This is an optimization exercise on Yosys and OpenROAD, whose aim is small area and a short achievable clock period, not a production implementation. In this exercise RTL edits were held to simulation tests only and were not proved equivalent to the original. No driver is modelled on the clock port, so clocking that relies on it looks cheaper here than on a real chip.

main:
Design FNTT_FINTT_8point, start of the top module:
module FNTT_FINTT_8point(
  input        clock,
  input        reset,
  input  [7:0] io_inData_0,
  input  [7:0] io_inData_1,
  input  [7:0] io_inData_2,
  input  [7:0] io_inData_3,
  input  [7:0] io_inData_4,
  input  [7:0] io_inData_5,
  input  [7:0] io_inData_6,
  input  [7:0] io_inData_7,
  input  [7:0] io_omega_0,
  input  [7:0] io_omega_1,
  input  [7:0] io_omega_2,
  input  [7:0] io_omega_3,
  input  [7:0] io_mod,
  input  [7:0] io_invN,
  input        io_mode,
  output [7:0] io_outData_0,
  output [7:0] io_outData_1,
  output [7:0] io_outData_2,
  output [7:0] io_outData_3,
  output [7:0] io_outData_4,
  output [7:0] io_outData_5,
  output [7:0] io_outData_6,
  output [7:0] io_outData_7
);
  reg [7:0] m;
  always @(posedge clock) m <= io_mod;
  wire [7:0] mn = ~m;
  wire [7:0] mn_in = ~io_mod;
  wire [63:0] wo0, wo2, ws;
  ntt_table tb0(.clock(clock), .u(io_omega_0), .mn_in(mn_in), .mn(mn), .w(wo0));
  ntt_table tb2(.clock(clock), .u(io_omega_2), .mn_in(mn_in), .mn(mn), .w(wo2));
  ntt_table tbs(.clock(clock), .u(io_invN),    .mn_in(mn_in), .mn(mn), .w(ws));
  reg [7:0] o1, o3;
  always @(posedge clock) begin o1 <= io_omega_1; o3 <= io_omega_3; end
  wire [31:0] ws3w;
  reg  [31:0] ws3;
  ntt_add s30(.a(ws[7:0]),   .b(ws[15:8]),  .mn(mn), .r(ws3w[7:0]));
  ntt_add s31(.a(ws[23:16]), .b(ws[31:24]), .mn(mn), .r(ws3w[15:8]));
  ntt_add s32(.a(ws[39:32]), .b(ws[47:40]), .mn(mn), .r(ws3w[23:16]));
  ntt_add s33(.a(ws[55:48]), .b(ws[63:56]), .mn(mn), .r(ws3w[31:24]));
  always @(posedge clock) ws3 <= ws3w;
  wire [7:0] pe0a, pe1a, pf0a, pf1a, pe0b, pe1b, pf0b, pf1b;
  ntt_add p0(.a(io_inData_0), .b(io_inData_4), .mn(mn_in),  .r(pe0a));
  ntt_sub p1(.a(io_inData_0), .b(io_inData_4), .m(io_mod), .r(pe1a));
  ntt_add p2(.a(io_inData_2), .b(io_inData_6), .mn(mn_in),  .r(pf0a));
  ...
For scale: roughly 7200 cells after synthesis, roughly 1100 flip-flops, about 180 I/O pins.
make LEC_CHECK=0 CAP_MARGIN=20 CORE_MARGIN=2 CORE_UTILIZATION=65 CTS_CLUSTER_SIZE=30 PLACE_DENSITY=0.75 SLEW_MARGIN=20 finish   # period 36.0 ns
run.sh (not shown) runs the stock make flow with config.mk's settings and CLKGATE_MAP_FILE= SYNTH_SCRIPT=/design/flow/synth_recipe.tcl, a recipe that flattens the netlist after the stock synthesis.
What the feature branch does differently from main at the input level:
# main
export LEC_CHECK = 0
export CAP_MARGIN = 20
export CORE_MARGIN = 2
export CORE_UTILIZATION = 65
export CTS_CLUSTER_SIZE = 30
export PLACE_DENSITY = 0.75
export SLEW_MARGIN = 20
create_clock -name core_clock -period 36.0 [get_ports {clock}]
# the feature branch
export LEC_CHECK = 0
export CAP_MARGIN = 20
export CORE_MARGIN = 2
export CORE_UTILIZATION = 40
export SLEW_MARGIN = 20
create_clock -name core_clock -period 36.0 [get_ports {clock}]
## What came out
Share of synthesized registers carrying an async set or reset came out exactly the same in main and the feature branch. Looking at initial antenna violation count, the feature branch sits 5 above main. Comparing post-layout minimum cycle time for main and the feature branch, the bigger number came from main. Final routed wire length divided by cell count was higher in the run labelled main. Relative to main, the signed area change from the synthesized netlist to the final layout of the feature branch is higher by 1.8 points. Share of the clock period used by the worst path for the feature branch is lower than for main. Summary of the feature branch over main: first-iteration DRC count dropped 1057; worst-margin pin slew dropped 0.098 ns; non-clock buffer total of the final layout climbed about 3.6%.


FNTT_FINTT_8point, a different RTL version from the one above (not shown whole).
Size in the first run: about 6100 cells after synthesis, roughly 180 I/O pins, ~0.072 mm^2 of cells after synthesis.
clock: 36.0 ns
lec_check: 0
cap_margin: 20
core_margin: 2
core_utilization: 40
cts_cluster_diameter: 120
cts_cluster_size: 20
slew_margin: 20
standard.sh (not shown) runs the stock make flow with config.mk's settings and CLKGATE_MAP_FILE= SYNTH_SCRIPT=/design/flow/synth_recipe.tcl, a recipe that flattens the netlist after the stock synthesis.
==> flow/flow/run.sh <==
#!/bin/bash
# Layout flow: the standard synthesis; then the inverters that Yosys left
# around full-adder cells are folded into the adders' polarity (flow/invopt.py,
# a full adder is self-dual); then the standard ORFS steps, with buf_2 port
# buffers.  Each tool's output goes to its own log file in this folder.
set -euo pipefail
R=orfs/results/${FLOW_PLATFORM}/FNTT_FINTT_8point/base
bash standard.sh synth > synth.log 2>&1
cp "$R/1_2_yosys.v" 1_2_yosys_standard.v
if ! python3 flow/invopt.py 1_2_yosys_standard.v 1_2_yosys_invopt.v > invopt.log 2>&1; then
  cp 1_2_yosys_standard.v 1_2_yosys_invopt.v
fi
cp 1_2_yosys_invopt.v "$R/1_2_yosys.v"
touch "$R/1_2_yosys.v"
bash standard.sh 'BUFFER_PORTS_ARGS=-buffer_cell sky130_fd_sc_hd__buf_2' finish > layout.log 2>&1
Other scripts of this flow, unchanged in this note and not shown: flow/flow/invopt.py
The starting point completed with no timing, DRC or antenna violations.
Edit:
--- a/flow/flow/run.sh
+++ b/flow/flow/run.sh
@@ -3,5 +3,6 @@
 # around full-adder cells are folded into the adders' polarity (flow/invopt.py,
 # a full adder is self-dual); then the standard ORFS steps, with buf_2 port
-# buffers.  Each tool's output goes to its own log file in this folder.
+# buffers and a buf_16 on the io_mode port (flow/mode_buf.tcl, before CTS).
+# Each tool's output goes to its own log file in this folder.
 set -euo pipefail
 R=orfs/results/${FLOW_PLATFORM}/FNTT_FINTT_8point/base
@@ -13,3 +14,3 @@
 cp 1_2_yosys_invopt.v "$R/1_2_yosys.v"
 touch "$R/1_2_yosys.v"
-bash standard.sh 'BUFFER_PORTS_ARGS=-buffer_cell sky130_fd_sc_hd__buf_2' finish > layout.log 2>&1
+bash standard.sh 'BUFFER_PORTS_ARGS=-buffer_cell sky130_fd_sc_hd__buf_2' "PRE_CTS_TCL=$PWD/flow/mode_buf.tcl" finish > layout.log 2>&1
==> flow/flow/mode_buf.tcl (new file) <==
# io_mode selects all 64 output multiplexers in the same cycle; drive that net
# from a strong port buffer instead of the small one buffer_ports put there.
set block [ord::get_db_block]
set net [[$block findBTerm io_mode] getNet]
foreach it [$net getITerms] {
  set inst [$it getInst]
  if {[string match sky130_fd_sc_hd__buf_* [[$inst getMaster] getName]]} {
    puts "mode_buf.tcl: [$inst getName] -> sky130_fd_sc_hd__buf_16"
    replace_cell [$inst getName] sky130_fd_sc_hd__buf_16
  }
}
Outcome:
- cell area barely changes
- worst hold slack hardly moves
- fmax went up by 2.3%
- final cell count stays flat
- area after synthesis does not change
- core utilization is about the same
- non-clock buffer count is unchanged
- setup slack improved by 0.35 ns
Edit:
--- a/flow/flow/run.sh
+++ b/flow/flow/run.sh
@@ -3,5 +3,5 @@
 # around full-adder cells are folded into the adders' polarity (flow/invopt.py,
 # a full adder is self-dual); then the standard ORFS steps, with buf_2 port
-# buffers and a buf_16 on the io_mode port (flow/mode_buf.tcl, before CTS).
+# buffers and buf_16 buffers on the io_mode net (flow/mode_buf.tcl, before CTS).
 # Each tool's output goes to its own log file in this folder.
 set -euo pipefail
==> flow/flow/mode_buf.tcl (replaced) <==
# io_mode selects all 64 output multiplexers in the same cycle; drive that net
# from strong buffers: every buffer between the io_mode port and the
# multiplexers becomes a buf_16.
set block [ord::get_db_block]
set nets [list [[$block findBTerm io_mode] getNet]]
set seen {}
while {[llength $nets]} {
  set net [lindex $nets 0]
  set nets [lrange $nets 1 end]
  foreach it [$net getITerms] {
    if {![$it isInputSignal]} continue
    set inst [$it getInst]
    set name [$inst getName]
    set m [[$inst getMaster] getName]
    if {![regexp {^sky130_fd_sc_hd__(clk)?buf_[0-9]+$} $m] || [lsearch $seen $name] >= 0} continue
    lappend seen $name
    if {$m ne "sky130_fd_sc_hd__buf_16"} {
      puts "mode_buf.tcl: $name $m -> sky130_fd_sc_hd__buf_16"
      replace_cell $name sky130_fd_sc_hd__buf_16
    }
    foreach ot [$inst getITerms] {
      if {[$ot isOutputSignal] && [$ot getNet] ne "NULL"} { lappend nets [$ot getNet] }
    }
  }
}
- CTS_BUF_LIST: default -> sky130_fd_sc_hd__clkbuf_8
- CTS_CLUSTER_DIAMETER: 120 -> 100
- CTS_CLUSTER_SIZE: 20 -> 16
Effect:
- routed wire length stays flat
- core utilization fell by 0.18 points
- setup slack improved by 0.021 ns

-- separate check: timing with driven ports --
Ports are ideal in the flow. The routed layouts listed here were re-timed in OpenROAD. Step 1 (the two cells are an assumption about what drives the block):
set clk [get_ports {clock}]
set_driving_cell -lib_cell sky130_fd_sc_hd__clkbuf_16 $clk
set_driving_cell -lib_cell sky130_fd_sc_hd__buf_2 [delete_from_list [all_inputs] $clk]
Step 2 moves the port delays by t, midway between the first and last clock arrival at a register: inputs arrive t later, outputs are due t later. That takes back most of the time a late clock gives input paths. Three values: ideal, step 1, step 2; two values: the first two.
run | t, ns | setup WS [ns] | worst setup path at the end | worst register clock-pin slew, ns | cell pins on the clock port's net
main | 0.814 | 19.425 / 19.403 / 19.403 | input to output | 0.07 / 0.07 | 1
the feature branch | 0.833 | 19.905 / 19.884 / 19.884 | input to output | 0.07 / 0.07 | 1
the first run of note 2 | 0.792 | 20.133 / 20.017 / 20.017 | input to output | 0.09 / 0.09 | 1
the second run of note 2 | 0.791 | 20.483 / 20.447 / 20.447 | input to output | 0.09 / 0.09 | 1
the third run of note 2 | 0.887 | 20.504 / 20.439 / 20.439 | input to output | 0.12 / 0.12 | 1
After both steps every run listed still meets setup and hold. For the first run of note 2, which loses most, drivers alone change the setup slack by -0.116 ns; drivers and shift together by -0.116 ns.
